Source: an optimization exercise on an open RTL-to-GDS flow (aim: small area). Production flows keep margins and buffers that such runs may drop. Where RTL was checked, it was by simulation tests only, not by an equivalence proof against the original. For run 4, only the layout was checked, not whether the RTL still works. Power is estimated from default activity; no workload was simulated.

==> flow/design.v, too long to show whole: its modules and the start of the top module <==
// module c_xor2: 3 lines
// module c_xnor2: 3 lines
// module c_nand2: 3 lines
// module c_nor2: 3 lines
// module c_nand3: 3 lines
// module c_nand4: 3 lines
// module c_and2: 3 lines
// module c_or4: 3 lines
// module c_nor4: 3 lines
// module c_inv: 3 lines
// module c_a21o: 3 lines
// module c_a21oi: 3 lines
// module c_o21ai: 3 lines
// module c_o22ai: 3 lines
// module c_o22a: 3 lines
// module c_a222oi: 3 lines
// module c_mux2i: 3 lines
// module c_ha: 4 lines
// module ALU: 656 lines
// module ALU_ft: 99 lines
module ALU_ft (
    input              clk,
    input              rst,
    input      [31:0]  A,
    input      [31:0]  B,
    input      [2:0]   ALUControl,
    output reg [31:0]  Result,
    output reg         Zero,
    output reg         Carry,
    output reg         OverFlow,
    output             Negative,
    output reg         fault_detected_out
);
  // ...
==> flow/flow/run.sh <==
#!/bin/bash
# Own flow: the standard layout (standard.sh, unchanged synthesis) with
#  - the synthesized netlist's combinational cells set to drive strength 1
#    (flow/downsize.py) before floorplanning; the flow's repair steps size
#    them up again where needed;
#  - port buffers made sky130_fd_sc_hd__buf_1 (BUFFER_PORTS_ARGS);
#  - clock tree synthesis without dummy loads, with clkbuf_4 buffers
#    (CTS_ARGS; the rest as cts.tcl sets them).
# Every tool's full output stays in orfs/logs/ under this folder; make's
# output goes to synth.log and layout.log here, downsize.py's to downsize.log.
set -euo pipefail
export BUFFER_PORTS_ARGS="-buffer_cell sky130_fd_sc_hd__buf_1"
export CTS_ARGS="-repair_clock_nets -buf_list sky130_fd_sc_hd__clkbuf_16 -dont_use_dummy_load"
res=orfs/results/$FLOW_PLATFORM/ALU_ft/base
bash standard.sh synth > synth.log 2>&1
python3 flow/downsize.py $res/1_2_yosys.v $FLOW_HOME/platforms/$FLOW_PLATFORM/lib/sky130_fd_sc_hd__tt_025C_1v80.lib > downsize.log 2>&1
touch $res/1_2_yosys.v $res/1_2_yosys.sdc
rm -f $res/1_synth.odb $res/1_synth.sdc
bash standard.sh finish > layout.log 2>&1
test -f out/final.def
==> flow/flow/downsize.py <==
#!/usr/bin/env python3
"""Sets every combinational cell of a synthesized netlist to its smallest
drive strength variant (same function and pins).
Flip-flops, latches, tie cells and other special cells are left alone.
The layout flow's repair steps upsize cells again where timing, slew or
capacitance need it.  Usage: downsize.py NETLIST LIBERTY"""
import re, sys

net, lib = sys.argv[1], sys.argv[2]
area = {}
text = open(lib).read()
heads = [(m.start(), m.group(1)) for m in re.finditer(r'^\s*cell\s*\(\s*"?(sky130_fd_sc_hd__\w+?)"?\s*\)', text, re.M)]
for k, (pos, name) in enumerate(heads):
    end = heads[k + 1][0] if k + 1 < len(heads) else len(text)
    m = re.search(r'\barea\s*:\s*([0-9.]+)', text[pos:end])
    if m:
        area[name] = float(m.group(1))
variants = {}
for name in area:
    m = re.match(r'(sky130_fd_sc_hd__[a-z0-9]+?)_(\d+)$', name)
    if m:
        variants.setdefault(m.group(1), []).append(m.group(2))
skip = re.compile(r'sky130_fd_sc_hd__(df|edf|sdf|sedf|dl|conb|tap|fill|decap|diode|probe|lpflow|clk)')
pat = re.compile(r'^(\s*)(sky130_fd_sc_hd__[a-z0-9]+?)_(\d+)(\s)', re.M)
count = {}
def repl(m):
    base, size = m.group(2), m.group(3)
    cur = f'{base}_{size}'
    if skip.match(base + '_') or cur not in area:
        return m.group(0)
    # smallest variant; on a tie keep the current one, else prefer _1
    best = min(variants[base], key=lambda v: (area[f'{base}_{v}'], v != size, v != '1'))
    if best == size:
        return m.group(0)
    count[cur] = count.get(cur, 0) + 1
    return f'{m.group(1)}{base}_{best}{m.group(4)}'
text = pat.sub(repl, open(net).read())
open(net, 'w').write(text)
for k, v in sorted(count.items()):
    print(f'downsized {v} x {k}')
==> flow/standard.sh <==
#!/bin/bash
# synth_recipe.tcl (not shown) runs the flow's synth.tcl, then flattens the netlist and writes it again
# the make line also repeats each setting of config.mk as NAME=value (left out here)
make -C /OpenROAD-flow-scripts/flow DESIGN_CONFIG=/design/flow/config.mk WORK_HOME=/design/flow/orfs CLKGATE_MAP_FILE= SYNTH_SCRIPT=/design/flow/synth_recipe.tcl "${@:-finish}"
==> flow/config.mk <==
export PLATFORM = sky130hd
export DESIGN_NAME = ALU_ft
export DESIGN_NICKNAME = ALU_ft
export VERILOG_FILES = /design/flow/design.v
export SDC_FILE = /design/flow/constraint.sdc
export NUM_CORES = 4
export LEC_CHECK = 0
export CAP_MARGIN = 10
export CORE_MARGIN = 2
export CORE_UTILIZATION = 40
export SLEW_MARGIN = 10
export SYNTH_HIERARCHICAL = 1
==> flow/constraint.sdc <==
create_clock -name core_clock -period 6.0 [get_ports {clk}]
set_input_delay 1.2000 -clock core_clock [delete_from_list [all_inputs] [get_ports {clk}]]
set_output_delay 1.2000 -clock core_clock [all_outputs]
set_load 0.01 [all_outputs]
==> results.txt, run 1 <==
outcome=complete, no violations; CTS buffer count=9; Clk pwr share=0.186; non-filler cells, final=roughly 1100; Worst-Margin Slew=around 1200 ps; footprint of the multi-input gates=4310 sq um; VDD IR-drop max=roughly 0.25 mV; Longest Clk Path Bufs=2; synthesized net count=between 800 and 900; DP Area=6780 sq um; final worst setup slack=around 420 ps; total design power=about 2.3 mW; commonest non-fill, non-tap cell in the layout=o22ai_1; setup_tns=0 ps; Final ANT Viol Nets=0; pin count of the biggest net entering global routing=39; crit path from=ALUControl[0]; FF-to-FF setup slack=approximately 3200 ps; dpl ws=33.5 ps; Root Buffer=clkbuf_16; critical path's most frequent cell=a21oi_1; Setup Skew=10.3 ps; endpoint arrival time on the critical path=~6000 ps; clkbuf count=9; routability cong.=roughly 0.97; crit path max fanout=4; Layout clock area frac=0.0321; cell area after layout=approximately 7000 sq um; delay-heaviest family, CP=compound AO/OA/AOI/OAI gates; NonClk Buf Share=0.0821; Pre-antenna DRT Iters=9; P_seq=742 uW; fillcell total=1515; Crit path buffers/inverters=7; final setup fails=0; Hold Path Class=reg -> reg; critical path launch point type=primary input; Largest regs=Result (32), t2 (32); grt peak-use layer=met2; number of multi-input logic gates=roughly 640; Int Pwr=roughly 1.4 mW
==> inputs of run 2 (changes only) <==
--- a/flow/flow/run.sh
+++ b/flow/flow/run.sh
@@ -10,7 +10,7 @@
 # output goes to synth.log and layout.log here, downsize.py's to downsize.log.
 set -euo pipefail
 export BUFFER_PORTS_ARGS="-buffer_cell sky130_fd_sc_hd__buf_1"
-export CTS_ARGS="-repair_clock_nets -buf_list sky130_fd_sc_hd__clkbuf_16 -dont_use_dummy_load"
+export CTS_ARGS="-sink_clustering_enable -repair_clock_nets -buf_list sky130_fd_sc_hd__clkbuf_8 -sink_clustering_size 40 -sink_clustering_max_diameter 200 -dont_use_dummy_load"
 res=orfs/results/$FLOW_PLATFORM/ALU_ft/base
 bash standard.sh synth > synth.log 2>&1
 python3 flow/downsize.py $res/1_2_yosys.v $FLOW_HOME/platforms/$FLOW_PLATFORM/lib/sky130_fd_sc_hd__tt_025C_1v80.lib > downsize.log 2>&1
==> run 2 against run 1 <==
Critical path type unchanged. Clock power fell by 35%. Total power fell by 6.8%. Core utilization fell by 0.74 points. Critical path depth did not move. Die area did not move. Still clean on timing, DRC and antenna. Sequential power barely moved. Register-to-register slack improved by 30 ps. Clock skew rose by 7.0 ps. First-iteration DRC count rose by 3.3%. Combinational power barely moved.
==> results.txt, run 2 <==
outcome=complete, no violations (unchanged); synthesized net count=835 (unchanged); critical path's largest stage delay=510 ps (was 380 ps); pin count of the biggest net entering global routing=39 (unchanged); commonest non-fill, non-tap cell in the layout=o22ai_1 (unchanged); Setup Skew=17.3 ps (was 10.3 ps); Final ANT Viol Nets=0 (unchanged); GRT Overall Usage=0.280 (was 0.282); DRT iter0 DRCs=843 (was 816); Worst-Margin Slew=1240 ps (about the same); DR vias=6936 (was 6927); VDD IR-drop max=0.230 mV (was 0.251 mV); delay-heaviest family, CP=compound AO/OA/AOI/OAI gates (unchanged); vias in the first global route=6482 (was 6517); I/O Buffers=105 (unchanged); endpoint arrival time on the critical path=5960 ps (was 5840 ps); CTS buffer count=9 (unchanged); dpl ws=33.5 ps (unchanged); Setup crit end kind=register (unchanged); critical path's most frequent cell=a21oi_1 (unchanged); RSZ-0062 raised after global routing=false (unchanged); hold_buf cts=0 (unchanged); initial antenna violation count=0 (unchanged); CORE AREA=14500 sq um (unchanged); # DRC=0 (unchanged); total design power=2.12 mW (was 2.28 mW); MaxCap Viol Count=0 (unchanged); Crit path buffers/inverters=7 (unchanged); HPWL after DPL=18000 um (unchanged); Die X-Extent=126 um (unchanged); clk slew on worst S/H paths=60 ps (was 50 ps); FF-to-FF End=t2[20] (was t2[24]); Die Ht=126 um (unchanged); max_slew headroom=0.174 (was 0.173); CP required=6270 ps (was 6250 ps); cell count of the worst reg-to-reg path=3 (unchanged); WL final=23100 um (was 23400 um); Synth-to-Final Area Change=15.9% (was 17.7%); Hold Path Class=reg -> reg (unchanged); Slew Limit Fails=0 (unchanged); DP Area=6780 sq um (unchanged); Util after Layout=0.475 (was 0.482); Largest regs=Result (32), t2 (32) (unchanged); Leakage Power=2.67 nW (was 2.72 nW); ratio of total power to cell area=308 nW/um^2 (was 325 nW/um^2); most frequent cells in the layout=161 x o22ai_1, 104 x nand2_1, 104 x buf_1 (unchanged); layout cells sized above 1=0.0482 (was 0.0494); FF-to-FF Start=fault_detected_out (unchanged); Root Buffer=clkbuf_8 (was clkbuf_16); CTS tree=done (unchanged); row count=44 (unchanged); Post-Syn Instances=734 (unchanged); Worst Setup EP=mism (unchanged); average size of a mapped cell=8.12 sq um (unchanged); crit share post-route=0.947 (was 0.930); first-pass GRT wire length=35600 um (was 35800 um); GR Overflow Total=0 (unchanged); die area=15900 sq um (unchanged); diode count=0 (unchanged); Hold Fails Final Rpt=0 (unchanged); PostCTS Resize Cnt=0 (unchanged); Worst path slowest cell=nor4_1 (was nor4_2); cell area after layout=6900 sq um (was 7010 sq um); Setup Fix Bufs, Post-CTS=0 (unchanged); clk sink count=70 (unchanged); Layout Nets=974 (unchanged); clock latency (worst-skew pair)=340 ps (was 330 ps); crit path kind=in -> reg (unchanged); Pre-antenna DRT Iters=10 (was 9); Longest Clk Path Bufs=2 (unchanged); final setup fails=0 (unchanged); drt wl/cell=21.9 um (was 22.2 um); Ys Warns=7 (unchanged); via/cell ratio=6.57 (about the same); crit path max fanout=4 (unchanged); Max H-tree Level=3 (unchanged); final worst setup slack=315 ps (was 418 ps); setup_tns=0 ps (unchanged); initial core utilization=0.410 (unchanged); FF-to-FF setup slack=3260 ps (was 3230 ps); fmax=176 MHz (was 179 MHz); crit path from=ALUControl[0] (unchanged); WP depth=26 (unchanged); Period minus WS final=5680 ps (was 5580 ps); Top-Level Pins=106 (unchanged); routability cong.=0.968 (unchanged); Post-Syn Area=5960 sq um (unchanged); critical path launch point type=primary input (unchanged)
==> run 2: cell type report <==
class / count / area (sq um)
repair buffers: 129 / 576
multi-input cells: 643 / 4310
clock buffers: 9 / 124
flip-flops and latches: 70 / 1590
inverters: 20 / 75.1
well taps: 184 / 230
fillers: 1528 / 7630
==> run 2: worst min-delay path by stage <==
stage	start	end	slack, ps	cells past startpoint
6_report	t2[19]	t2[19]	480	1
5_1_grt	Result[4]	Result[4]	510	1
4_1_cts	t2[17]	t2[17]	490	1
3_5_place_dp	t2[7]	t2[7]	470	1
3_3_place_gp	t2[20]	t2[20]	460	1
2_1_floorplan	t2[0]	t2[0]	460	1
==> run 2: per-layer routing <==
metal / GRT usage / wire length, um
met4: 0.103 / 759
met3: 0.0323 / 1770
met5: 0 / 0
met1: 0.393 / 10100
met2: 0.445 / 10500
==> run 2: worst register-to-register path, delay by kind of cell, from the launching register on <==
| family | cells | cell delay [ps] |
|---|---|---|
| DFF | 1 | 410 |
| AOI/OAI and AO/OA | 1 | 390 |
| and+or+nand+nor | 1 | 980 |
| buffers and inverters | 1 | 850 |
==> run 2: stage by stage <==
step	hold WS, ps	cells
4_1_cts	486	1055
3_5_place_dp	472	1046
6_report	484	1055
5_1_grt	509	1055
3_3_place_gp	464	1046
2_1_floorplan	458	734
==> run 2: power by group <==
group / total [mW] / internal, mW / switching, mW
Clock: 0.278 / 0.133 / 0.144
Sequential: 0.740 / 0.639 / 0.100
Combinational: 1.11 / 0.472 / 0.634
==> inputs of run 3 (changes only) <==
--- a/flow/flow/run.sh
+++ b/flow/flow/run.sh
@@ -5,12 +5,15 @@
 #    them up again where needed;
 #  - port buffers made sky130_fd_sc_hd__buf_1 (BUFFER_PORTS_ARGS);
 #  - clock tree synthesis without dummy loads, with clkbuf_4 buffers
-#    (CTS_ARGS; the rest as cts.tcl sets them).
+#    (CTS_ARGS; the rest as cts.tcl sets them);
+#  - after global routing, repair_timing -recover_power 100 sizes cells on
+#    paths with positive slack back down (RECOVER_POWER).
 # Every tool's full output stays in orfs/logs/ under this folder; make's
 # output goes to synth.log and layout.log here, downsize.py's to downsize.log.
 set -euo pipefail
 export BUFFER_PORTS_ARGS="-buffer_cell sky130_fd_sc_hd__buf_1"
-export CTS_ARGS="-sink_clustering_enable -repair_clock_nets -buf_list sky130_fd_sc_hd__clkbuf_8 -sink_clustering_size 40 -sink_clustering_max_diameter 200 -dont_use_dummy_load"
+export CTS_ARGS="-sink_clustering_enable -repair_clock_nets -buf_list sky130_fd_sc_hd__clkbuf_4 -sink_clustering_size 30 -dont_use_dummy_load"
+export RECOVER_POWER=100
 res=orfs/results/$FLOW_PLATFORM/ALU_ft/base
 bash standard.sh synth > synth.log 2>&1
 python3 flow/downsize.py $res/1_2_yosys.v $FLOW_HOME/platforms/$FLOW_PLATFORM/lib/sky130_fd_sc_hd__tt_025C_1v80.lib > downsize.log 2>&1
==> run 3 against run 2 <==
Now fails the layout checks on max-capacitance violations, max-slew violations. Sequential power hardly changed. Synthesized area is the same. Largest cell class unchanged. Cell count did not move.
==> results.txt, run 3 <==
clock latency (worst-skew pair)=410 ps (was 340 ps); commonest non-fill, non-tap cell in the layout=o22ai_1 (unchanged); Period minus WS final=5710 ps (was 5680 ps); VDD IR-drop max=0.221 mV (was 0.230 mV); crit path max fanout=4 (unchanged); WHS Endpoint=t2[3] (was t2[19]); final setup fails=0 (unchanged); Slew Limit Fails=75 (was 0); RSZ-0062 raised after global routing=false (unchanged); FF-to-FF End=t2[1] (was t2[20]); Top-Level Pins=106 (unchanged); Worst-Margin Slew=2090 ps (was 1240 ps); crit path kind=in -> reg (unchanged); FF-to-FF Start=fault_detected_out (unchanged); endpoint arrival time on the critical path=6050 ps (was 5960 ps); Setup Fix Bufs, Post-CTS=0 (unchanged); DRT iter0 DRCs=962 (was 843); Hold Path Class=reg -> reg (unchanged); I/O Buffers=105 (unchanged); FF-to-FF setup slack=3290 ps (was 3260 ps); fmax=175 MHz (was 176 MHz); max_slew headroom=-0.392 (was 0.174); average size of a mapped cell=8.12 sq um (unchanged); die area=15900 sq um (unchanged); crit share post-route=0.951 (was 0.947); Setup crit end kind=register (unchanged); initial antenna violation count=0 (unchanged); Max H-tree Level=3 (unchanged); Setup Skew=27.4 ps (was 17.3 ps); layout cells sized above 1=0.0413 (was 0.0482); vias in the first global route=6493 (was 6482); Largest regs=Result (32), t2 (32) (unchanged); WHS Path Cells=1 (unchanged); Blocking Checks=max-capacitance violations, max-slew violations; Util after Layout=0.470 (was 0.475); Flop pwr share=0.361 (was 0.348); Synth-to-Final Area Change=14.7% (was 15.9%); diode count=0 (unchanged); Post-Syn Area=5960 sq um (unchanged); critical path launch point type=primary input (unchanged); Ys Warns=7 (unchanged); hold_ws=490 ps (was 484 ps); Die Ht=126 um (unchanged); switching share of power=0.426 (was 0.414); Pre-antenna DRT Iters=10 (unchanged); row count=44 (unchanged); Die X-Extent=126 um (unchanged); CTS tree=done (unchanged); GRT Overall Usage=0.281 (was 0.280); # DRC=0 (unchanged); CP required=6340 ps (was 6270 ps); Hold Fails Final Rpt=0 (unchanged); most frequent cells in the layout=161 x o22ai_1, 104 x nand2_1, 104 x buf_1 (unchanged); PostCTS Resize Cnt=0 (unchanged); pin count of the biggest net entering global routing=39 (unchanged); synthesized net count=835 (unchanged); DR vias=6983 (was 6936); routability cong.=0.968 (unchanged); GR Overflow Total=0 (unchanged); Comb power frac=0.539 (was 0.521); first-pass GRT wire length=35600 um (unchanged); Clk pwr share=0.100 (was 0.131); MaxCap Viol Count=2 (was 0); WL final=23200 um (was 23100 um); fillcell total=1536 (was 1528); Post-Syn Instances=734 (unchanged); hold_buf cts=0 (unchanged); initial core utilization=0.410 (unchanged); Net Switching=872 uW (was 878 uW); Final ANT Viol Nets=0 (unchanged); via/cell ratio=6.62 (was 6.57); Leakage Power=2.64 nW (was 2.67 nW); CTS buffer count=9 (unchanged); Longest Clk Path Bufs=2 (unchanged); HPWL after DPL=18000 um (unchanged); Layout Nets=974 (unchanged); drt wl/cell=22.0 um (was 21.9 um); clk slew on worst S/H paths=90 ps (was 60 ps); CORE AREA=14500 sq um (unchanged); outcome=complete, but fails checks (was complete, no violations); clk sink count=70 (unchanged); ratio of total power to cell area=300 nW/um^2 (was 308 nW/um^2); Root Buffer=clkbuf_4 (was clkbuf_8); setup_tns=0 ps (unchanged); cell count of the worst reg-to-reg path=3 (unchanged); hold path start=t2[3] (was t2[19]); Int Pwr=1.18 mW (was 1.24 mW)
==> run 3: area by class of cell <==
type | instances | area [sq um] | area share
inverter | 20 | 75.1 | 0.0110
multi-input combinational | 643 | 4310 | 0.630
timing repair buffer | 129 | 563 | 0.0824
sequential | 70 | 1590 | 0.233
clock buffer | 9 | 67.6 | 0.00988
tap | 184 | 230 | 0.0337
==> run 3: power groups by stage <==
| stage | registers, mW | clock network (mW) | logic (mW) |
|---|---|---|---|
| after CTS | 0.739 | 0.218 | 1.10 |
| final | 0.739 | 0.205 | 1.10 |
| after floorplan | 0.779 | 0 | 0.704 |
| after global placement | 0.739 | 0 | 1.07 |
| after global routing | 0.761 | 0.234 | 1.20 |
| after detailed placement | 0.749 | 0 | 1.09 |
==> run 3: worst max-delay path by stage <==
| stage | start | depth (start not counted) | slack (ps) | to |
|---|---|---|---|---|
| finish | ALUControl[0] | 26 | 290 | mism |
| global route | ALUControl[0] | 26 | 60 | mism |
| CTS | ALUControl[0] | 26 | 470 | mism |
| detailed placement | ALUControl[0] | 26 | 30 | mism |
| global placement | ALUControl[0] | 26 | 210 | mism |
| floorplan | ALUControl[0] | 26 | 210 | mism |
==> run 3: metrics by stage <==
stage | power, mW | instance area (sq um) | setup WS (ps) | instances
2_1_floorplan | 1.48 | 5970 | 212 | 734
3_3_place_gp | 1.81 | 6780 | 214 | 1046
3_5_place_dp | 1.84 | 6780 | 33.5 | 1046
4_1_cts | 2.06 | 6850 | 467 | 1055
5_1_grt | 2.19 | 6840 | 64.5 | 1055
6_report | 2.05 | 6840 | 292 | 1055
==> run 3: layer usage <==
metal	track usage	share of wire	vias to the layer above
li1	-	-	3215
met1	0.393	0.43	3333
met2	0.444	0.45	383
met3	0.0353	0.080	52
met4	0.107	0.032	0
met5	0	0	-
==> run 3: worst max-delay path: stages <==
cell and delay (ps):
buf_1 90, inv_1 100, nor2_4 130, xor2_1 170
ha_1 270, a21oi_1 230, inv_1 80, a21oi_1 240
o21ai_1 210, a21oi_1 290, clkbuf_1 170, inv_1 60
a21oi_1 290, o21ai_1 160, a21oi_1 190, nor2_1 70
xor2_1 190, a222oi_1 350, nand2_1 240, nor4_1 500
buf_4 190, nand4_1 90, nor2_1 160, inv_1 60
o22a_1 150, and2b_1 150
==> module ALU_ft, before the edit <==
module ALU_ft (
    input              clk,
    input              rst,
    input      [31:0]  A,
    input      [31:0]  B,
    input      [2:0]   ALUControl,
    output reg [31:0]  Result,
    output reg         Zero,
    output reg         Carry,
    output reg         OverFlow,
    output             Negative,
    output reg         fault_detected_out
);
    wire [31:0] res;
    wire z, nz, cout, c31;
    ALU u_alu (
        .A(A),
        .B(B),
        .ALUControl(ALUControl),
        .res(res),
        .z(z),
        .nz(nz),
        .cout(cout),
        .c31(c31)
    );
    reg        q;
    reg        mism;
    reg [31:0] t2;
    wire f     = fault_detected_out;
    wire s3    = q & f;
    wire load  = q & (f | ~mism);
    wire nload = ~load;
    wire arith = ~ALUControl[2] & ~ALUControl[1];
    wire [31:0] r_d;
    genvar i;
    generate
        for (i = 0; i < 32; i = i + 1) begin : hold
            c_o22a u_h (.a1(res[i]), .a2(nload), .b1(Result[i]), .b2(load), .y(r_d[i]));
        end
    endgenerate
    wire [31:0] t2_d;
    wire ns3 = ~s3;
    generate
        for (i = 0; i < 32; i = i + 1) begin : t2hold
            c_o22a u_t (.a1(res[i]), .a2(s3), .b1(t2[i]), .b2(ns3), .y(t2_d[i]));
        end
    endgenerate
    wire zero_d, carry_d, ovf_d, mism_d, cmp_r;
    wire nmism = ~mism;
    c_o22a u_zd (.a1(z), .a2(nload), .b1(Zero), .b2(load), .y(zero_d));
    c_o22a u_cd (.a1(arith & cout), .a2(nload), .b1(Carry), .b2(load), .y(carry_d));
    c_o22a u_vd (.a1(arith & (cout ^ c31)), .a2(nload), .b1(OverFlow), .b2(load), .y(ovf_d));
    c_o22a u_mc (.a1(ne), .a2(mism), .b1(nz), .b2(nmism), .y(cmp_r));
    assign mism_d = ~q & cmp_r;
    wire [31:0] eq;
    wire [7:0]  e4n;
    wire [3:0]  e8;
    wire        ne;
    generate
        for (i = 0; i < 32; i = i + 1) begin : cmp
            c_xnor2 u_x (.a(res[i]), .b(t2[i]), .y(eq[i]));
        end
        for (i = 0; i < 8; i = i + 1) begin : cmp4
            c_nand4 u_n (.a(eq[4*i]), .b(eq[4*i+1]), .c(eq[4*i+2]), .d(eq[4*i+3]), .y(e4n[i]));
        end
        for (i = 0; i < 4; i = i + 1) begin : cmp8
            c_nor2 u_r (.a(e4n[2*i]), .b(e4n[2*i+1]), .y(e8[i]));
        end
    endgenerate
    c_nand4 u_ne (.a(e8[0]), .b(e8[1]), .c(e8[2]), .d(e8[3]), .y(ne));
    always @(posedge clk or negedge rst) begin
        if (!rst) begin
            q                  <= 1'b0;
            fault_detected_out <= 1'b0;
            Result             <= 32'b0;
            Zero               <= 1'b0;
            Carry              <= 1'b0;
            OverFlow           <= 1'b0;
        end
        else begin
            q                  <= ~q | (~f & mism);
            fault_detected_out <= q & (f | mism);
            Result             <= r_d;
            Zero               <= zero_d;
            Carry              <= carry_d;
            OverFlow           <= ovf_d;
        end
    end
    always @(posedge clk or negedge rst) begin
        if (!rst)
            mism <= 1'b1;
        else
            mism <= mism_d;
    end
    always @(posedge clk) begin
        t2 <= t2_d;
    end
    assign Negative = Result[31];
endmodule
==> inputs of run 4 (changes only) <==
--- a/flow/design.v
+++ b/flow/design.v
@@ -766,7 +766,7 @@
     assign mism_d = ~q & cmp_r;
     wire [31:0] eq;
     wire [7:0]  e4n;
-    wire [3:0]  e8;
+    wire [1:0]  e16;
     wire        ne;
     generate
         for (i = 0; i < 32; i = i + 1) begin : cmp
@@ -775,11 +775,11 @@
         for (i = 0; i < 8; i = i + 1) begin : cmp4
             c_nand4 u_n (.a(eq[4*i]), .b(eq[4*i+1]), .c(eq[4*i+2]), .d(eq[4*i+3]), .y(e4n[i]));
         end
-        for (i = 0; i < 4; i = i + 1) begin : cmp8
-            c_nor2 u_r (.a(e4n[2*i]), .b(e4n[2*i+1]), .y(e8[i]));
+        for (i = 0; i < 2; i = i + 1) begin : cmp16
+            c_nor4 u_r (.a(e4n[4*i]), .b(e4n[4*i+1]), .c(e4n[4*i+2]), .d(e4n[4*i+3]), .y(e16[i]));
         end
     endgenerate
-    c_nand4 u_ne (.a(e8[0]), .b(e8[1]), .c(e8[2]), .d(e8[3]), .y(ne));
+    c_nand2 u_ne (.a(e16[0]), .b(e16[1]), .y(ne));
     always @(posedge clk or negedge rst) begin
         if (!rst) begin
             q                  <= 1'b0;
--- a/flow/flow/run.sh
+++ b/flow/flow/run.sh
@@ -5,15 +5,12 @@
 #    them up again where needed;
 #  - port buffers made sky130_fd_sc_hd__buf_1 (BUFFER_PORTS_ARGS);
 #  - clock tree synthesis without dummy loads, with clkbuf_4 buffers
-#    (CTS_ARGS; the rest as cts.tcl sets them);
-#  - after global routing, repair_timing -recover_power 100 sizes cells on
-#    paths with positive slack back down (RECOVER_POWER).
+#    (CTS_ARGS; the rest as cts.tcl sets them).
 # Every tool's full output stays in orfs/logs/ under this folder; make's
 # output goes to synth.log and layout.log here, downsize.py's to downsize.log.
 set -euo pipefail
 export BUFFER_PORTS_ARGS="-buffer_cell sky130_fd_sc_hd__buf_1"
 export CTS_ARGS="-sink_clustering_enable -repair_clock_nets -buf_list sky130_fd_sc_hd__clkbuf_4 -sink_clustering_size 30 -dont_use_dummy_load"
-export RECOVER_POWER=100
 res=orfs/results/$FLOW_PLATFORM/ALU_ft/base
 bash standard.sh synth > synth.log 2>&1
 python3 flow/downsize.py $res/1_2_yosys.v $FLOW_HOME/platforms/$FLOW_PLATFORM/lib/sky130_fd_sc_hd__tt_025C_1v80.lib > downsize.log 2>&1
==> run 4 against run 3 <==
Register-to-register slack improved by 1000 ps. Largest power group unchanged. Now clean on timing, DRC and antenna. Highest routed layer unchanged. Clock power barely moved. Core utilization increased by 0.12 points. Synthesized area barely moved. Critical path depth stayed put.
==> results.txt, run 4 <==
outcome=complete, no violations (was complete, but fails checks); setup_tns=0 ps (unchanged); PostCTS Resize Cnt=0 (unchanged); Setup Skew=25.2 ps (was 27.4 ps); fmax=182 MHz (was 175 MHz); initial core utilization=0.410 (about the same); GR Overflow Total=0 (unchanged); Hold Fails Final Rpt=0 (unchanged); final setup fails=0 (unchanged); DP Area=6780 sq um (about the same); VDD IR-drop max=0.233 mV (was 0.221 mV); crit path kind=in -> reg (unchanged); Leakage Power=2.65 nW (was 2.64 nW); Root Buffer=clkbuf_4 (unchanged); critical path's largest stage delay=360 ps (was 500 ps); pin count of the biggest net entering global routing=39 (unchanged); Period minus WS final=5480 ps (was 5710 ps); switching share of power=0.424 (was 0.426); commonest non-fill, non-tap cell in the layout=o22ai_1 (unchanged); DRT iter0 DRCs=760 (was 962); max_slew headroom=0.171 (was -0.392); Net Switching=869 uW (was 872 uW); ratio of total power to cell area=299 nW/um^2 (was 300 nW/um^2); vias in the first global route=6405 (was 6493); CP required=6320 ps (was 6340 ps); Hold Path Class=reg -> reg (unchanged); WL final=22500 um (was 23200 um); critical path launch point type=primary input (unchanged); Post-Syn Instances=732 (was 734); Top-Level Pins=106 (unchanged); I/O Buffers=105 (unchanged); Post-Syn Area=5950 sq um (was 5960 sq um); crit share post-route=0.914 (was 0.951); delay-heaviest family, CP=compound AO/OA/AOI/OAI gates (unchanged); Worst-Margin Slew=1240 ps (was 2090 ps); hold_buf cts=0 (unchanged); clk sink count=70 (unchanged); fillcell total=1482 (was 1536); first-pass GRT wire length=34500 um (was 35600 um); die area=15900 sq um (about the same); Int Pwr=1.18 mW (about the same); Setup crit end kind=register (unchanged); endpoint arrival time on the critical path=5800 ps (was 6050 ps); Pre-antenna DRT Iters=7 (was 10); Final ANT Viol Nets=0 (unchanged); CTS tree=done (unchanged); Flop pwr share=0.361 (about the same); RSZ-0062 raised after global routing=false (unchanged); # DRC=0 (unchanged); Layout Nets=973 (was 974); Die X-Extent=126 um (about the same); HPWL after DPL=17700 um (was 18000 um); clk slew on worst S/H paths=70 ps (was 90 ps); Largest regs=Result (32), t2 (32) (unchanged); Crit path buffers/inverters=6 (was 7); GRT Overall Usage=0.273 (was 0.281); via/cell ratio=6.47 (was 6.62); Setup Fix Bufs, Post-CTS=0 (unchanged); synthesized net count=833 (was 835); Slew Limit Fails=0 (was 75); crit path max fanout=19 (was 4); Worst path slowest cell=ha_1 (was nor4_1); drt wl/cell=21.3 um (was 22.0 um); critical path's most frequent cell=o21ai_1 (was a21oi_1); CORE AREA=14500 sq um (unchanged); Clk pwr share=0.100 (about the same); row count=44 (unchanged); Max H-tree Level=3 (unchanged); initial antenna violation count=1 (was 0); DR vias=6822 (was 6983); Comb power frac=0.539 (about the same); most frequent cells in the layout=161 x o22ai_1, 105 x nand2_1, 104 x buf_1 (was 161 x o22ai_1, 104 x nand2_1, 104 x buf_1); cell area after layout=6850 sq um (was 6840 sq um); Ys Warns=7 (unchanged); Synth-to-Final Area Change=15.1% (was 14.7%); Longest Clk Path Bufs=2 (unchanged); MaxCap Viol Count=0 (was 2); clock latency (worst-skew pair)=400 ps (was 410 ps); average size of a mapped cell=8.13 sq um (was 8.12 sq um); routability cong.=0.950 (was 0.968); layout cells sized above 1=0.0494 (was 0.0413); Die Ht=126 um (about the same); CTS buffer count=9 (unchanged)
run 4: cell count changes in the layout (fill, tap and decap cells not counted), sizes merged:
cell	delta
buf	+4
clkbuf	-3
diode	+1
nand2	+1
nand4	-1
nor2	-4
nor4	+2
run 4: worst paths after layout:
path,to,slack (ps),start,cells past startpoint
max,mism,520,ALUControl[0],26
min,t2[2],490,t2[2],1
max reg2reg,t2[1],4290,q,3
min reg2reg,t2[2],490,t2[2],1
max in group asynchronous,Zero,4450,rst,1
min in group asynchronous,Result[9],930,rst,1
run 4: area by class of cell:
cell class              count  area [sq um]  area share
multi-input cells         641          4300       0.628
flip-flops and latches     70          1590       0.232
repair buffers            130           583      0.0851
well taps                 184           230      0.0336
inverters                  20          75.1      0.0110
clock buffers               9          67.6     0.00986
diodes                      1          2.50    0.000365
run 4: per-layer routing:
| metal | track usage | vias up | part of all wire |
|---|---|---|---|
| met5 | 0 | - | 0 |
| met4 | 0.103 | 0 | 0.030 |
| met3 | 0.0353 | 41 | 0.073 |
| met2 | 0.425 | 328 | 0.44 |
| met1 | 0.386 | 3236 | 0.45 |
| li1 | - | 3217 | - |
run 4: power by group through the flow:
| stage | Combinational [mW] | Clock (mW) | Sequential (mW) |
|---|---|---|---|
| 2_1_floorplan | 0.704 | 0 | 0.779 |
| 3_3_place_gp | 1.08 | 0 | 0.739 |
| 3_5_place_dp | 1.09 | 0 | 0.749 |
| 4_1_cts | 1.10 | 0.216 | 0.739 |
| 5_1_grt | 1.20 | 0.231 | 0.761 |
| 6_report | 1.10 | 0.205 | 0.740 |
run 4: through the flow:
step                      worst slack (ps)  utilization  hold WS, ps  std cells  power (mW)
after global routing                   137        0.472          512       1055        2.19
final                                  516        0.472          486       1055        2.05
after CTS                              573        0.471          492       1054        2.05
after detailed placement               161        0.467          473       1045        1.84
after global placement                 273        0.467          464       1045        1.82
after floorplan                        145            -          458        732        1.48
run 4: worst register-to-register path, cell delays in order (launching register included):
cell	delay [ps]
dfrtp_1	440
and2_1	170
inv_1	750
o22a_1	270
==> inputs of run 5 (changes only) <==
--- a/flow/design.v
+++ b/flow/design.v
@@ -766,7 +766,7 @@
     assign mism_d = ~q & cmp_r;
     wire [31:0] eq;
     wire [7:0]  e4n;
-    wire [1:0]  e16;
+    wire [3:0]  e8;
     wire        ne;
     generate
         for (i = 0; i < 32; i = i + 1) begin : cmp
@@ -775,11 +775,11 @@
         for (i = 0; i < 8; i = i + 1) begin : cmp4
             c_nand4 u_n (.a(eq[4*i]), .b(eq[4*i+1]), .c(eq[4*i+2]), .d(eq[4*i+3]), .y(e4n[i]));
         end
-        for (i = 0; i < 2; i = i + 1) begin : cmp16
-            c_nor4 u_r (.a(e4n[4*i]), .b(e4n[4*i+1]), .c(e4n[4*i+2]), .d(e4n[4*i+3]), .y(e16[i]));
+        for (i = 0; i < 4; i = i + 1) begin : cmp8
+            c_nor2 u_r (.a(e4n[2*i]), .b(e4n[2*i+1]), .y(e8[i]));
         end
     endgenerate
-    c_nand2 u_ne (.a(e16[0]), .b(e16[1]), .y(ne));
+    c_nand4 u_ne (.a(e8[0]), .b(e8[1]), .c(e8[2]), .d(e8[3]), .y(ne));
     always @(posedge clk or negedge rst) begin
         if (!rst) begin
             q                  <= 1'b0;
==> flow/run.sh (new file) <==
#!/bin/bash
# synth_recipe.tcl (not shown) runs the flow's synth.tcl, then flattens the netlist and writes it again
# the make line also repeats each setting of config.mk as NAME=value (left out here)
make -C /OpenROAD-flow-scripts/flow DESIGN_CONFIG=/design/flow/config.mk WORK_HOME=/design/flow/orfs CLKGATE_MAP_FILE= SYNTH_SCRIPT=/design/flow/synth_recipe.tcl finish
--- a/flow/config.mk
+++ b/flow/config.mk
@@ -8,5 +8,7 @@
 export CAP_MARGIN = 10
 export CORE_MARGIN = 2
 export CORE_UTILIZATION = 40
+export CTS_BUF_LIST = sky130_fd_sc_hd__clkbuf_4
+export CTS_CLUSTER_SIZE = 30
 export SLEW_MARGIN = 10
 export SYNTH_HIERARCHICAL = 1
removed: flow/flow/run.sh
removed: flow/flow/downsize.py
removed: flow/standard.sh
==> run 5 against run 4 <==
Still clean on timing, DRC and antenna. Setup slack improved by 1.4 ps. Flip-flop and latch count unchanged. Via count increased by 2.3%. Clock power increased by 37%. Fmax about the same. Critical path type unchanged.
==> results.txt, run 5 <==
vias in the first global route=6568 (was 6405); initial core utilization=0.407 (was 0.410); clk slew on worst S/H paths=100 ps (was 70 ps); WL final=23700 um (was 22500 um); final worst setup slack=517 ps (was 516 ps); clock latency (worst-skew pair)=410 ps (was 400 ps); Root Buffer=clkbuf_4 (unchanged); Die Ht=128 um (was 126 um); Setup Fix Bufs, Post-CTS=0 (unchanged); clk sink count=70 (unchanged); global-route met3 utilization=0.0388 (was 0.0353); Synth area leader=o22ai_1; ratio of total power to cell area=299 nW/um^2 (about the same); hold_buf cts=0 (unchanged); Placed Cells=1052 (was 1045); endpoint arrival time on the critical path=5840 ps (was 5800 ps); PostCTS Resize Cnt=0 (unchanged); CTS buffer count=9 (unchanged); CP required=6350 ps (was 6320 ps); drt wl/cell=22.2 um (was 21.3 um); routing usage on met2=0.445 (was 0.425); Layout Nets=977 (was 973); first-pass GRT wire length=36200 um (was 34500 um); Synth area leaders=o22ai_1 16%, dfrtp_1 15%, dfxtp_1 10%; via/cell ratio=6.53 (was 6.47); WHS Path Cells=1 (unchanged); top cell type's share of synthesized area=0.163; MaxCap Viol Count=0 (unchanged); crit path from=ALUControl[0] (unchanged); critical path launch point type=primary input (unchanged); Worst path slowest cell=clkdlybuf4s50_1 (was ha_1); synthesized net count=835 (was 833); outcome=complete, no violations (unchanged); FF-to-FF Start=fault_detected_out (was q); dpl ws=141 ps (was 161 ps); die area=16400 sq um (was 15900 sq um); VDD IR-drop max=0.280 mV (was 0.233 mV); setup_tns=0 ps (unchanged); Slew Limit Fails=0 (unchanged); HPWL after DPL=18300 um (was 17700 um); Setup Skew=9.30 ps (was 25.2 ps); Top-Level Pins=106 (unchanged); Largest regs=Result (32), t2 (32) (unchanged); CTS tree=done (unchanged); top-count cell post-synth=o22ai_1; post-synthesis async set-or-reset flop share=0.543; # DRC=0 (unchanged); FF-to-FF End=t2[29] (was t2[1]); crit share post-route=0.914 (about the same); Die X-Extent=128 um (was 126 um); max_slew headroom=0.318 (was 0.171); most frequent cells in the layout=161 x o22ai_1, 104 x nand2_1, 104 x clkdlybuf4s50_1 (was 161 x o22ai_1, 105 x nand2_1, 104 x buf_1); CORE AREA=15100 sq um (was 14500 sq um); fmax=182 MHz (about the same); Pre-antenna DRT Iters=9 (was 7); row count=45 (was 44); average size of a mapped cell=8.41 sq um (was 8.13 sq um); initial antenna violation count=0 (was 1); sequential fraction of the synthesis area=0.258; I/O Buffers=105 (unchanged); FF-to-FF setup slack=3790 ps (was 4290 ps); DR vias=6978 (was 6822); Util after Layout=0.516 (was 0.472); commonest non-fill, non-tap cell in the layout=o22ai_1 (unchanged); GRT Overall Usage=0.282 (was 0.273); crit path max fanout=32 (was 19); Longest Clk Path Bufs=2 (unchanged); grt peak-use layer=met2 (unchanged); pin count of the biggest net entering global routing=39 (unchanged); EDFF count, synth=0; layout cells sized above 1=0.114 (was 0.0494); routability cong.=0.967 (was 0.950); Hold Fails Final Rpt=0 (unchanged); GR Overflow Total=0 (unchanged); non-filler cells, final=1069 (was 1055); Leakage Power=3.01 nW (was 2.65 nW); diode count=0 (was 1); Post-Syn Instances=734 (was 732); critical path's largest stage delay=500 ps (was 360 ps); Synth-to-Final Area Change=26.6% (was 15.1%); critical path's most frequent cell=a21oi_2 (was o21ai_1); DRT iter0 DRCs=726 (was 760); Final ANT Viol Nets=0 (unchanged); Setup crit end kind=register (unchanged); flops & latches, synth=70; post-synthesis cell type count=31; final setup fails=0 (unchanged); Worst-Margin Slew=1020 ps (was 1240 ps); met1 Use GR=0.397 (was 0.386); commonest cells in the netlist=161 x o22ai_1, 104 x nand2_1, 68 x o22a_1, 57 x nor2_1, 53 x xor2_1; RSZ-0062 raised after global routing=false (unchanged); Max H-tree Level=3 (unchanged); Period minus WS final=5480 ps (about the same); Post-synth top flop=dfrtp_1; Worst Setup EP=mism (unchanged); cell count of the worst reg-to-reg path=3 (unchanged); Hold Path Class=reg -> reg (unchanged); Ys Warns=7 (unchanged); crit path kind=in -> reg (unchanged); Post-Syn Area=6170 sq um (was 5950 sq um)
-- run 5: cell types whose count changed in the layout (fill, tap and decap cells not counted), moves of 3 or more --
cell             before  now
a21oi_1              41    1
a21oi_2               0   40
buf_1               104    0
clkdlybuf4s50_1       0  104
clkinv_2              0    3
nor2_1               52   56
nor4_1               10    0
nor4_2                0    8
-- run 5: power breakdown --
group | leakage (nW) | switching [mW] | total, mW | internal [mW]
clock | 0.0750 | 0.154 | 0.281 | 0.127
combinational | 2.19 | 0.669 | 1.32 | 0.649
sequential | 0.736 | 0.103 | 0.740 | 0.638
-- run 5: layout make-up --
class | instances | area (sq um)
Timing Repair Buffer | 132 | 1270
Tap cell | 188 | 235
Clock buffer | 10 | 75.1
Fill cell | 1459 | 7330
Multi-Input combinational cell | 643 | 4510
Inverter | 20 | 75.1
Clock inverter | 6 | 52.6
Sequential cell | 70 | 1590
-- run 5: worst min-delay path by stage --
stage            from      to
2_1_floorplan   t2[0]   t2[0]
4_1_cts         t2[2]   t2[2]
6_report        t2[2]   t2[2]
3_5_place_dp    t2[2]   t2[2]
3_3_place_gp   t2[18]  t2[18]
5_1_grt        t2[24]  t2[24]
-- run 5: per-stage QoR --
step           power [mW]  hold WS (ps)  instance area [sq um]
2_1_floorplan        1.53           458                   6180
3_3_place_gp         2.02           464                   7670
3_5_place_dp         2.05           472                   7670
4_1_cts              2.34           494                   7800
5_1_grt              2.49           510                   7810
6_report             2.34           491                   7810
-- run 5: worst max-delay path: cells and delay by family --
| kind | cells | cell delay (ps) |
|---|---|---|
| AND/OR/NAND/NOR | 7 | 950 |
| XOR/XNOR | 3 | 550 |
| buffers and inverters | 7 | 1350 |
| adder cells (fa/ha/maj) | 1 | 290 |
| AO/OA/AOI/OAI | 9 | 1480 |
-- run 5: layer usage --
layer	wire (um)	vias to the layer above
met3	1840	54
li1	-	3229
met4	684	0
met2	10600	366
met1	10600	3329
met5	0	-
-- run 5: per-module statistics from Yosys (local to each module, per instance), excerpt --
module / times used / flip-flops and latches / area [sq um]
ALU_ft: 1 / 70 / 1670
ALU: 1 / 0 / 85.1
c_nor4: 8 / 0 / 12.5
c_a222oi: 32 / 0 / 10.0
c_a21oi: 40 / 0 / 8.76
c_xnor2: 43 / 0 / 8.76
c_o22ai: 161 / 0 / 6.26
c_nand4: 11 / 0 / 6.26
c_nand3: 1 / 0 / 5.00
c_o21ai: 18 / 0 / 5.00
c_nand2: 103 / 0 / 3.75
c_nor2: 55 / 0 / 3.75
-- run 5: cells by family after synthesis --
| kind of cell | Yosys count | share of synthesized area |
|---|---|---|
| compound gates | 325 | 0.390 |
| xor+xnor | 97 | 0.138 |
| fa+ha+maj | 32 | 0.0649 |
| buf+inv | 21 | 0.0134 |
| flops | 70 | 0.258 |
| mux | 1 | 0.00182 |
| simple gates | 188 | 0.134 |

==> port drivers added, routing unchanged <==
How much do the figures lean on ideal ports? The routed layouts below were timed once more, with nothing changed but the port constraints.
Step 1 assumes that a clkbuf_16 drives the clock port and a buf_2 every other input.
Step 2 also shifts input and output timing later by t, the mid clock arrival at the registers, as if the neighbouring blocks saw the same clock.
Slacks: ideal ports / drivers / drivers and shift; pairs: ideal ports / drivers.
run | t, ns | setup WS [ns] | hold WS [ns] | cell pins on the clock port's net
run 1 | 0.356 | 0.418 / 0.431 / 0.075 | 0.481 / 0.481 / 0.481 | 1
run 2 | 0.365 | 0.315 / 0.324 / -0.041 | 0.484 / 0.484 / 0.484 | 1
run 3 | 0.423 | 0.292 / 0.298 / -0.125 | 0.490 / 0.490 / 0.490 | 1
run 4 | 0.417 | 0.516 / 0.513 / 0.096 | 0.486 / 0.486 / 0.486 | 1
run 5 | 0.434 | 0.517 / 0.515 / 0.081 | 0.491 / 0.491 / 0.491 | 1
For run 5, which loses most, drivers alone change the setup slack by -0.002 ns; drivers and shift together by -0.436 ns.
